Background: an optimization exercise with open tools, aiming at small area, a short achievable clock period and few clock cycles per item. Do not read the settings as production practice.
At most, simulation tests tie the RTL to the original design; equivalence was not proved.
No activity file was given, so power comes from the tool's default toggle rates.

Setup of the reference run:
==> flow/design.v <==
`timescale 1ns/10ps
module ELA(clk, rst, in_data, data_rd, req, wen, addr, data_wr, done);
	input				clk;
	input				rst;
	input		[7:0]	in_data;
	input		[7:0]	data_rd;
	output reg			req;
	output reg			wen;
	output reg	[9:0]	addr;
	output reg	[7:0]	data_wr;
	output reg			done;
reg				s_start;	 
reg				s_arr;		 
reg				s_rt;		 
reg				s_rb;		 
reg				s_w;		 
reg				s_fin;		 
reg		[3:0]	r;			 
reg				head;		 
reg				h0;			 
reg				a0;			 
reg				c_rt;		 
reg				c_rb;
reg				c_w;
reg				go_int;		 
reg				row0_end;	 
reg				tail;		 
reg				edge_px;	 
reg		[7:0]	opa, opb, u0, u1, v0;
reg		[7:0]	dreg, sreg;	 
reg		[7:0]	best;		 
reg				cur_r;		 
reg		[4:0]	col;		 
wire	[3:0]	rm1 = r - 4'd1;
always @(posedge clk or posedge rst) begin
	if (rst) begin
		s_start <= 1'b1;
		s_arr <= 1'b0;
		s_rt <= 1'b0;
		s_rb <= 1'b0;
		s_w <= 1'b0;
		s_fin <= 1'b0;
	end else begin
		s_start <= 1'b0;
		s_arr <= s_start || (s_arr && !go_int) || (tail && r != 4'd15);
		s_rt <= go_int || (s_w && !tail);
		s_rb <= s_rt;
		s_w <= s_rb;
		s_fin <= s_fin || (tail && r == 4'd15);
	end
end
always @(posedge clk) begin
	go_int <= s_arr && !a0 && (col == 5'd29) && (r != 4'd0);
	row0_end <= s_arr && !a0 && (col == 5'd29) && (r == 4'd0);
	tail <= s_rb && !head && (col == 5'd0);
	edge_px <= (s_w && col == 5'd31) || (s_rt && edge_px);
	c_rt <= go_int || (s_w && !tail);
	c_rb <= s_rt;
	c_w <= s_rb;
	done <= s_fin;
	req <= s_start || (row0_end) || (tail && r != 4'd15);
	a0 <= (s_start || row0_end || (tail && r != 4'd15)) && !s_fin;
	if (s_start)
		r <= 4'd0;
	else if ((row0_end) || tail)
		r <= r + 4'd1;
	if (go_int)
		h0 <= 1'b1;
	else if (s_rb)
		h0 <= 1'b0;
	if (go_int)
		head <= 1'b1;
	else if (s_rb && col == 5'd1)
		head <= 1'b0;
	wen <= (s_arr && !go_int) || (s_rb && (!head || h0)) || tail;
end
reg		[4:0]	col_inc;
always @(*) begin
	if (s_rt)
		col_inc = 5'd0;
	else if (s_rb)
		col_inc = h0 ? 5'd31 : 5'd30;
	else if (s_w && !tail)
		col_inc = head ? 5'd2 : 5'd3;
	else if (go_int)
		col_inc = 5'd2;
	else
		col_inc = 5'd1;
end
always @(posedge clk) begin
	addr[4:0] <= (s_arr && req) ? 5'd0 : col + col_inc;
	col <= (s_arr && a0) ? 5'd0 : col + col_inc;
	addr[5] <= (s_rb && !h0) || tail;
	addr[9:6] <= ((s_arr && !go_int) || s_rt || (s_rb && h0)) ? r : rm1;
end
always @(posedge clk) begin
	if (c_rt)
		opa[3:0] <= u0[3:0];
	else if (c_rb)
		opa[3:0] <= data_rd[3:0];
	else
		opa[3:0] <= u1[3:0];
	if (c_rt)
		opa[7:4] <= u0[7:4];
	else if (c_rb)
		opa[7:4] <= data_rd[7:4];
	else
		opa[7:4] <= u1[7:4];
	if (c_w) begin
		u0 <= opa;
		u1 <= u0;
	end
	if (c_rb) begin
		opb <= v0;
		v0 <= opb;
	end else if (c_w) begin
		opb <= data_rd;
	end
end
reg		[7:0]	dg, dp, dG, dP;
reg		[7:0]	sg, sp, sG, sP;
reg		[7:0]	absd, avg;
integer			i, k;
always @(*) begin
	dg = opa & ~opb;
	dp = opa ^ ~opb;
	sg = opa & opb;
	sp = opa ^ opb;
	dG = dg;
	dP = dp;
	sG = sg;
	sP = sp;
	for (k = 1; k < 8; k = k * 2) begin
		for (i = 7; i >= k; i = i - 1) begin
			dG[i] = dG[i] | (dP[i] & dG[i-k]);
			dP[i] = dP[i] & dP[i-k];
			sG[i] = sG[i] | (sP[i] & sG[i-k]);
			sP[i] = sP[i] & sP[i-k];
		end
	end
	absd[0] = dp[0] ^ 1'b1;
	for (i = 1; i < 8; i = i + 1)
		absd[i] = dp[i] ^ (dG[i-1] | dP[i-1]);
	if (!(dG[7] | dP[7])) begin
		absd[0] = ~dp[0];
		for (i = 1; i < 8; i = i + 1)
			absd[i] = ~(dp[i] ^ dG[i-1]);
	end
	for (i = 1; i < 8; i = i + 1)
		avg[i-1] = sp[i] ^ sG[i-1];
	avg[7] = sG[7];
end
always @(posedge clk) begin
	dreg <= absd;
	sreg <= avg;
end
wire			cin = s_rb && cur_r;
reg		[7:0]	cG, cP;
always @(*) begin
	cG = best & ~dreg;
	cP = best ^ ~dreg;
	for (k = 1; k < 8; k = k * 2)
		for (i = 7; i >= k; i = i - 1) begin
			cG[i] = cG[i] | (cP[i] & cG[i-k]);
			cP[i] = cP[i] & cP[i-k];
		end
end
wire			win = cG[7] | (cP[7] & cin);
always @(posedge clk) begin
	if (s_w || (s_rt && !edge_px && !h0 && win)) begin
		best <= dreg;
		cur_r <= s_rt;
	end
	if (s_arr)
		data_wr <= in_data;
	else if (s_w || ((s_rt || s_rb) && !edge_px && !h0 && win))
		data_wr <= sreg;
end
endmodule
export LEC_CHECK = 0
export ABC_AREA = 1
export CAP_MARGIN = 20
export CORE_MARGIN = 2
export CORE_UTILIZATION = 70
export SETUP_SLACK_MARGIN = 3.5
export SLEW_MARGIN = 20
export TNS_END_PERCENT = 5
create_clock -name core_clock -period 5.5 [get_ports {clk}]
standard.sh (not shown) runs the stock make flow with config.mk's settings and CLKGATE_MAP_FILE= SYNTH_SCRIPT=/design/flow/synth_recipe.tcl, a recipe that flattens the netlist after the stock synthesis.
==> flow/flow/run.sh <==
#!/bin/bash
# Standard layout with two changes: the port buffers are buf_2 cells instead
# of the delay buffers buffer_ports picks by default, and clock tree
# synthesis runs with the arguments below (no dummy loads).
set -euo pipefail
export BUFFER_PORTS_ARGS="-buffer_cell sky130_fd_sc_hd__buf_2"
export CTS_ARGS="-sink_clustering_enable -repair_clock_nets -dont_use_dummy_load"
bash standard.sh > standard.log 2>&1
#### Input delta (the trial run over the reference run)
--- a/flow/design.v
+++ b/flow/design.v
@@ -16,11 +16,10 @@
 reg				s_w;		 
 reg				s_fin;		 
 reg		[3:0]	r;			 
 reg				head;		 
 reg				h0;			 
-reg				a0;			 
 reg				c_rt;		 
 reg				c_rb;
 reg				c_w;
 reg				go_int;		 
 reg				row0_end;	 
@@ -28,11 +27,11 @@
 reg				edge_px;	 
 reg		[7:0]	opa, opb, u0, u1, v0;
 reg		[7:0]	dreg, sreg;	 
 reg		[7:0]	best;		 
 reg				cur_r;		 
-reg		[4:0]	col;		 
+wire	[4:0]	col = addr[4:0];
 wire	[3:0]	rm1 = r - 4'd1;
 always @(posedge clk or posedge rst) begin
 	if (rst) begin
 		s_start <= 1'b1;
 		s_arr <= 1'b0;
@@ -48,20 +47,19 @@
 		s_w <= s_rb;
 		s_fin <= s_fin || (tail && r == 4'd15);
 	end
 end
 always @(posedge clk) begin
-	go_int <= s_arr && !a0 && (col == 5'd29) && (r != 4'd0);
-	row0_end <= s_arr && !a0 && (col == 5'd29) && (r == 4'd0);
+	go_int <= s_arr && !req && (col == 5'd29) && (r != 4'd0);
+	row0_end <= s_arr && !req && (col == 5'd29) && (r == 4'd0);
 	tail <= s_rb && !head && (col == 5'd0);
 	edge_px <= (s_w && col == 5'd31) || (s_rt && edge_px);
 	c_rt <= go_int || (s_w && !tail);
 	c_rb <= s_rt;
 	c_w <= s_rb;
 	done <= s_fin;
 	req <= s_start || (row0_end) || (tail && r != 4'd15);
-	a0 <= (s_start || row0_end || (tail && r != 4'd15)) && !s_fin;
 	if (s_start)
 		r <= 4'd0;
 	else if ((row0_end) || tail)
 		r <= r + 4'd1;
 	if (go_int)
@@ -87,11 +85,10 @@
 	else
 		col_inc = 5'd1;
 end
 always @(posedge clk) begin
 	addr[4:0] <= (s_arr && req) ? 5'd0 : col + col_inc;
-	col <= (s_arr && a0) ? 5'd0 : col + col_inc;
 	addr[5] <= (s_rb && !h0) || tail;
 	addr[9:6] <= ((s_arr && !go_int) || s_rt || (s_rb && h0)) ? r : rm1;
 end
 always @(posedge clk) begin
 	if (c_rt)
## What came out
Looking at number of placement rows, the trial run sits 1 below the reference run. The reference run leaves more setup margin than the trial run. Min sequential cell area share across the trial run and the reference run: the trial run. Total number of nets in the final design (lower): the trial run. The reference run consumes less power than the trial run. Sort the trial run and the reference run by cell count after synthesis, descending, and the reference run comes first.
Testbench counts of the trial run, summed over its fixed seeds: cycles 63,968, images 32.
Only the layout flow was run in the reference run; the RTL was not checked for function there.

* * *

## the baseline
RTL: the design.v shown in full above, as it stands there.
clock: 5.5 ns
lec_check: 0
cap_margin: 20
core_margin: 2
core_utilization: 70
setup_slack_margin: 3.4
slew_margin: 20
tns_end_percent: 5
Scripts as last shown in full above: flow/flow/run.sh
For the candidate, these inputs were changed with respect to the baseline:
-- flow/design.v --
<<< the baseline, line 19
reg				head;		 
reg				h0;			 
reg				a0;			 
reg				c_rt;		 
reg				c_rb;
reg				c_w;
reg				go_int;		 
reg				row0_end;	 
reg				tail;		 
reg				edge_px;	 
reg		[7:0]	opa, opb, u0, u1, v0;
reg		[7:0]	dreg, sreg;	 
reg		[7:0]	best;		 
reg				cur_r;		 
reg		[4:0]	col;		 
wire	[3:0]	rm1 = r - 4'd1;
always @(posedge clk or posedge rst) begin
>>> the candidate, line 19
reg				head;		 
reg				h0;			 
reg		[1:0]	sel_t2;		 
reg		[1:0]	sel_b1;		 
reg				go_int;		 
reg				row0_end;	 
reg				tail;		 
reg				edge_px;	 
reg		[7:0]	t0, t1, t2, b0, b1;
reg		[7:0]	dreg, sreg;	 
reg		[7:0]	best;		 
reg				cur_r;		 
wire	[4:0]	col = addr[4:0];
wire	[3:0]	rm1 = r - 4'd1;
always @(posedge clk or posedge rst) begin
<<< the baseline, line 51
end
always @(posedge clk) begin
	go_int <= s_arr && !a0 && (col == 5'd29) && (r != 4'd0);
	row0_end <= s_arr && !a0 && (col == 5'd29) && (r == 4'd0);
	tail <= s_rb && !head && (col == 5'd0);
	edge_px <= (s_w && col == 5'd31) || (s_rt && edge_px);
	c_rt <= go_int || (s_w && !tail);
	c_rb <= s_rt;
	c_w <= s_rb;
	done <= s_fin;
	req <= s_start || (row0_end) || (tail && r != 4'd15);
	a0 <= (s_start || row0_end || (tail && r != 4'd15)) && !s_fin;
	if (s_start)
		r <= 4'd0;
>>> the candidate, line 49
end
always @(posedge clk) begin
	go_int <= s_arr && !req && (col == 5'd29) && (r != 4'd0);
	row0_end <= s_arr && !req && (col == 5'd29) && (r == 4'd0);
	tail <= s_rb && !head && (col == 5'd0);
	edge_px <= (s_w && col == 5'd31) || (s_rt && edge_px);
	sel_t2 <= {(s_arr && go_int) || (s_w && !tail), go_int || (s_w && !tail)};
	sel_b1 <= {s_rb && !s_arr, s_rb};
	done <= s_fin;
	req <= s_start || (row0_end) || (tail && r != 4'd15);
	if (s_start)
		r <= 4'd0;
<<< the baseline, line 90
always @(posedge clk) begin
	addr[4:0] <= (s_arr && req) ? 5'd0 : col + col_inc;
	col <= (s_arr && a0) ? 5'd0 : col + col_inc;
	addr[5] <= (s_rb && !h0) || tail;
	addr[9:6] <= ((s_arr && !go_int) || s_rt || (s_rb && h0)) ? r : rm1;
end
always @(posedge clk) begin
	if (c_rt)
		opa[3:0] <= u0[3:0];
	else if (c_rb)
		opa[3:0] <= data_rd[3:0];
	else
		opa[3:0] <= u1[3:0];
	if (c_rt)
		opa[7:4] <= u0[7:4];
	else if (c_rb)
		opa[7:4] <= data_rd[7:4];
	else
		opa[7:4] <= u1[7:4];
	if (c_w) begin
		u0 <= opa;
		u1 <= u0;
	end
	if (c_rb) begin
		opb <= v0;
		v0 <= opb;
	end else if (c_w) begin
		opb <= data_rd;
	end
end
reg		[7:0]	dg, dp, dG, dP;
reg		[7:0]	sg, sp, sG, sP;
>>> the candidate, line 86
always @(posedge clk) begin
	addr[4:0] <= (s_arr && req) ? 5'd0 : col + col_inc;
	addr[5] <= (s_rb && !h0) || tail;
	addr[9:6] <= ((s_arr && !go_int) || s_rt || (s_rb && h0)) ? r : rm1;
end
always @(posedge clk) begin
	if (s_rb) begin
		t0 <= data_rd;
		t1 <= t0;
		t2 <= t1;
	end
	if (s_w) begin
		b0 <= data_rd;
		b1 <= b0;
	end
end
wire	[7:0]	opa = {sel_t2[1] ? t2[7:4] : t0[7:4], sel_t2[0] ? t2[3:0] : t0[3:0]};
wire	[7:0]	opb = {sel_b1[1] ? b1[7:4] : b0[7:4], sel_b1[0] ? b1[3:0] : b0[3:0]};
reg		[7:0]	dg, dp, dG, dP;
reg		[7:0]	sg, sp, sG, sP;
### Flow results
In the tables for the candidate and the baseline, total power reads higher with the baseline.
The candidate vs the baseline: detail-routed net length per standard cell up
Delta(data arrival time of the critical path, the candidate - the baseline) > 0
The candidate ends up with a worst hold slack that is 33 ps lower than in the baseline.
The candidate vs. the baseline: via count of the first global-routing pass decreased 17, finished layout cell area decreased about 0.55%, final core area utilization increased 3.2 points, wire length increased about 2.6%, layout multi-input combinational cell count decreased 11.
Die area | the candidate < the baseline
Setup slack: the candidate vs the baseline down 270 ps
Summary — synthesized area per cell, the candidate relative to the baseline: higher, by about 3%.
Function was not checked in any run of this note: the RTL went through the layout flow alone.

* * *

RTL: one of the versions met above, not the one the previous note started from.
==> module ELA, before the edit <==
module ELA(clk, rst, in_data, data_rd, req, wen, addr, data_wr, done);
	input				clk;
	input				rst;
	input		[7:0]	in_data;
	input		[7:0]	data_rd;
	output reg			req;
	output reg			wen;
	output reg	[9:0]	addr;
	output reg	[7:0]	data_wr;
	output reg			done;
reg				s_start;	 
reg				s_arr;		 
reg				s_rt;		 
reg				s_rb;		 
reg				s_w;		 
reg				s_fin;		 
reg		[3:0]	r;			 
reg				head;		 
reg				h0;			 
reg				c_rt;		 
reg				c_rb;
reg				c_w;
reg				go_int;		 
reg				row0_end;	 
reg				tail;		 
reg				edge_px;	 
reg		[7:0]	opa, opb, u0, u1, v0;
reg		[7:0]	dreg, sreg;	 
reg		[7:0]	best;		 
reg				cur_r;		 
wire	[4:0]	col = addr[4:0];
wire	[3:0]	rm1 = r - 4'd1;
always @(posedge clk or posedge rst) begin
	if (rst) begin
		s_start <= 1'b1;
		s_arr <= 1'b0;
		s_rt <= 1'b0;
		s_rb <= 1'b0;
		s_w <= 1'b0;
		s_fin <= 1'b0;
	end else begin
		s_start <= 1'b0;
		s_arr <= s_start || (s_arr && !go_int) || (tail && r != 4'd15);
		s_rt <= go_int || (s_w && !tail);
		s_rb <= s_rt;
		s_w <= s_rb;
		s_fin <= s_fin || (tail && r == 4'd15);
	end
end
always @(posedge clk) begin
	go_int <= s_arr && !req && (col == 5'd29) && (r != 4'd0);
	row0_end <= s_arr && !req && (col == 5'd29) && (r == 4'd0);
	tail <= s_rb && !head && (col == 5'd0);
	edge_px <= (s_w && col == 5'd31) || (s_rt && edge_px);
	c_rt <= go_int || (s_w && !tail);
	c_rb <= s_rt;
	c_w <= s_rb;
	done <= s_fin;
	req <= s_start || (row0_end) || (tail && r != 4'd15);
	if (s_start)
		r <= 4'd0;
	else if ((row0_end) || tail)
		r <= r + 4'd1;
	if (go_int)
		h0 <= 1'b1;
	else if (s_rb)
		h0 <= 1'b0;
	if (go_int)
		head <= 1'b1;
	else if (s_rb && col == 5'd1)
		head <= 1'b0;
	wen <= (s_arr && !go_int) || (s_rb && (!head || h0)) || tail;
end
reg		[4:0]	col_inc;
always @(*) begin
	if (s_rt)
		col_inc = 5'd0;
	else if (s_rb)
		col_inc = h0 ? 5'd31 : 5'd30;
	else if (s_w && !tail)
		col_inc = head ? 5'd2 : 5'd3;
	else if (go_int)
		col_inc = 5'd2;
	else
		col_inc = 5'd1;
end
always @(posedge clk) begin
	addr[4:0] <= (s_arr && req) ? 5'd0 : col + col_inc;
	addr[5] <= (s_rb && !h0) || tail;
	addr[9:6] <= ((s_arr && !go_int) || s_rt || (s_rb && h0)) ? r : rm1;
end
always @(posedge clk) begin
	if (c_rt)
		opa[3:0] <= u0[3:0];
	else if (c_rb)
		opa[3:0] <= data_rd[3:0];
	else
		opa[3:0] <= u1[3:0];
	if (c_rt)
		opa[7:4] <= u0[7:4];
	else if (c_rb)
		opa[7:4] <= data_rd[7:4];
	else
		opa[7:4] <= u1[7:4];
	if (c_w) begin
		u0 <= opa;
		u1 <= u0;
	end
	if (c_rb) begin
		opb <= v0;
		v0 <= opb;
	end else if (c_w) begin
		opb <= data_rd;
	end
end
reg		[7:0]	dg, dp, dG, dP;
reg		[7:0]	sg, sp, sG, sP;
reg		[7:0]	absd, avg;
integer			i, k;
always @(*) begin
	dg = opa & ~opb;
	dp = opa ^ ~opb;
	sg = opa & opb;
	sp = opa ^ opb;
	dG = dg;
	dP = dp;
	sG = sg;
	sP = sp;
	for (k = 1; k < 8; k = k * 2) begin
		for (i = 7; i >= k; i = i - 1) begin
			dG[i] = dG[i] | (dP[i] & dG[i-k]);
			dP[i] = dP[i] & dP[i-k];
			sG[i] = sG[i] | (sP[i] & sG[i-k]);
			sP[i] = sP[i] & sP[i-k];
		end
	end
	absd[0] = dp[0] ^ 1'b1;
	for (i = 1; i < 8; i = i + 1)
		absd[i] = dp[i] ^ (dG[i-1] | dP[i-1]);
	if (!(dG[7] | dP[7])) begin
		absd[0] = ~dp[0];
		for (i = 1; i < 8; i = i + 1)
			absd[i] = ~(dp[i] ^ dG[i-1]);
	end
	for (i = 1; i < 8; i = i + 1)
		avg[i-1] = sp[i] ^ sG[i-1];
	avg[7] = sG[7];
end
always @(posedge clk) begin
	dreg <= absd;
	sreg <= avg;
end
wire			cin = s_rb && cur_r;
reg		[7:0]	cG, cP;
always @(*) begin
	cG = best & ~dreg;
	cP = best ^ ~dreg;
	for (k = 1; k < 8; k = k * 2)
		for (i = 7; i >= k; i = i - 1) begin
			cG[i] = cG[i] | (cP[i] & cG[i-k]);
			cP[i] = cP[i] & cP[i-k];
		end
end
wire			win = cG[7] | (cP[7] & cin);
always @(posedge clk) begin
	if (s_w || (s_rt && !edge_px && !h0 && win)) begin
		best <= dreg;
		cur_r <= s_rt;
	end
	if (s_arr)
		data_wr <= in_data;
	else if (s_w || ((s_rt || s_rb) && !edge_px && !h0 && win))
		data_wr <= sreg;
end
endmodule
export LEC_CHECK = 0
export CAP_MARGIN = 20
export CORE_MARGIN = 2
export CORE_UTILIZATION = 70
export SETUP_SLACK_MARGIN = 3.4
export SLEW_MARGIN = 20
export TNS_END_PERCENT = 5
create_clock -name core_clock -period 5.5 [get_ports {clk}]
Scripts as last shown in full above: flow/flow/run.sh
Testbench counts at the start, summed over its fixed seeds: cycles 63,968, images 32.
==> next run, changes <==
--- a/flow/design.v
+++ b/flow/design.v
@@ -17,11 +17,8 @@
 reg				s_fin;		 
 reg		[3:0]	r;			 
 reg				head;		 
 reg				h0;			 
-reg				c_rt;		 
-reg				c_rb;
-reg				c_w;
 reg				go_int;		 
 reg				row0_end;	 
 reg				tail;		 
 reg				edge_px;	 
@@ -52,11 +49,8 @@
 	go_int <= s_arr && !req && (col == 5'd29) && (r != 4'd0);
 	row0_end <= s_arr && !req && (col == 5'd29) && (r == 4'd0);
 	tail <= s_rb && !head && (col == 5'd0);
 	edge_px <= (s_w && col == 5'd31) || (s_rt && edge_px);
-	c_rt <= go_int || (s_w && !tail);
-	c_rb <= s_rt;
-	c_w <= s_rb;
 	done <= s_fin;
 	req <= s_start || (row0_end) || (tail && r != 4'd15);
 	if (s_start)
 		r <= 4'd0;
@@ -90,28 +84,28 @@
 	addr[5] <= (s_rb && !h0) || tail;
 	addr[9:6] <= ((s_arr && !go_int) || s_rt || (s_rb && h0)) ? r : rm1;
 end
 always @(posedge clk) begin
-	if (c_rt)
+	if (s_rt)
 		opa[3:0] <= u0[3:0];
-	else if (c_rb)
+	else if (s_rb)
 		opa[3:0] <= data_rd[3:0];
 	else
 		opa[3:0] <= u1[3:0];
-	if (c_rt)
+	if (s_rt)
 		opa[7:4] <= u0[7:4];
-	else if (c_rb)
+	else if (s_rb)
 		opa[7:4] <= data_rd[7:4];
 	else
 		opa[7:4] <= u1[7:4];
-	if (c_w) begin
+	if (s_w) begin
 		u0 <= opa;
 		u1 <= u0;
 	end
-	if (c_rb) begin
+	if (s_rb) begin
 		opb <= v0;
 		v0 <= opb;
-	end else if (c_w) begin
+	end else if (s_w) begin
 		opb <= data_rd;
 	end
 end
 reg		[7:0]	dg, dp, dG, dP;
- The changed run completed with no timing, DRC or antenna violations
- count of clock-buffer cells in the layout stays the same
- design area shrinks by 1.1%
- utilization drops by 0.41 points
- die area went down by 1.3%
- setup slack got worse by 67 ps
- power went down by 1.5%
- maximum frequency came out lower by 3.0%
- routed wire length goes up by 7.4%
Testbench counts after the change, summed over its fixed seeds: cycles 63,968, images 32.

[afterwards: timing with drivers on the ports]
In the flow no input, the clock included, has a driving cell. The finished layouts below were timed again as built, in two steps.
Step 1 sets driving cells, clkbuf_16 on the clock port and buf_2 on the other inputs (assumed; they add their load-dependent delay and slew).
Step 2 also shifts input and output timing later by t, the mid clock arrival at the registers, as if the neighbouring blocks saw the same clock.
a / b / c = no drivers / after step 1 / after step 2; a / b = the first two.
run	t, ns	setup WS [ns]	worst setup path at the end	clock arrival spread, ns	worst slew at a driven data input, ns
the reference run	0.387	3.491 / 3.491 / 3.491	register to register	0.038 / 0.039	0.03
the trial run	0.380	3.458 / 3.430 / 3.458	register to register	0.032 / 0.031	0.03
the baseline	0.387	3.345 / 3.345 / 3.345	register to register	0.025 / 0.025	0.03
the candidate	0.384	3.078 / 3.078 / 3.078	register to register	0.028 / 0.028	0.04
the first run of note 3	0.370	3.371 / 3.347 / 3.371	register to register	0.035 / 0.035	0.03
the second run of note 3	0.387	3.304 / 3.304 / 3.304	register to register	0.034 / 0.034	0.04
After both steps every run listed still meets setup and hold.
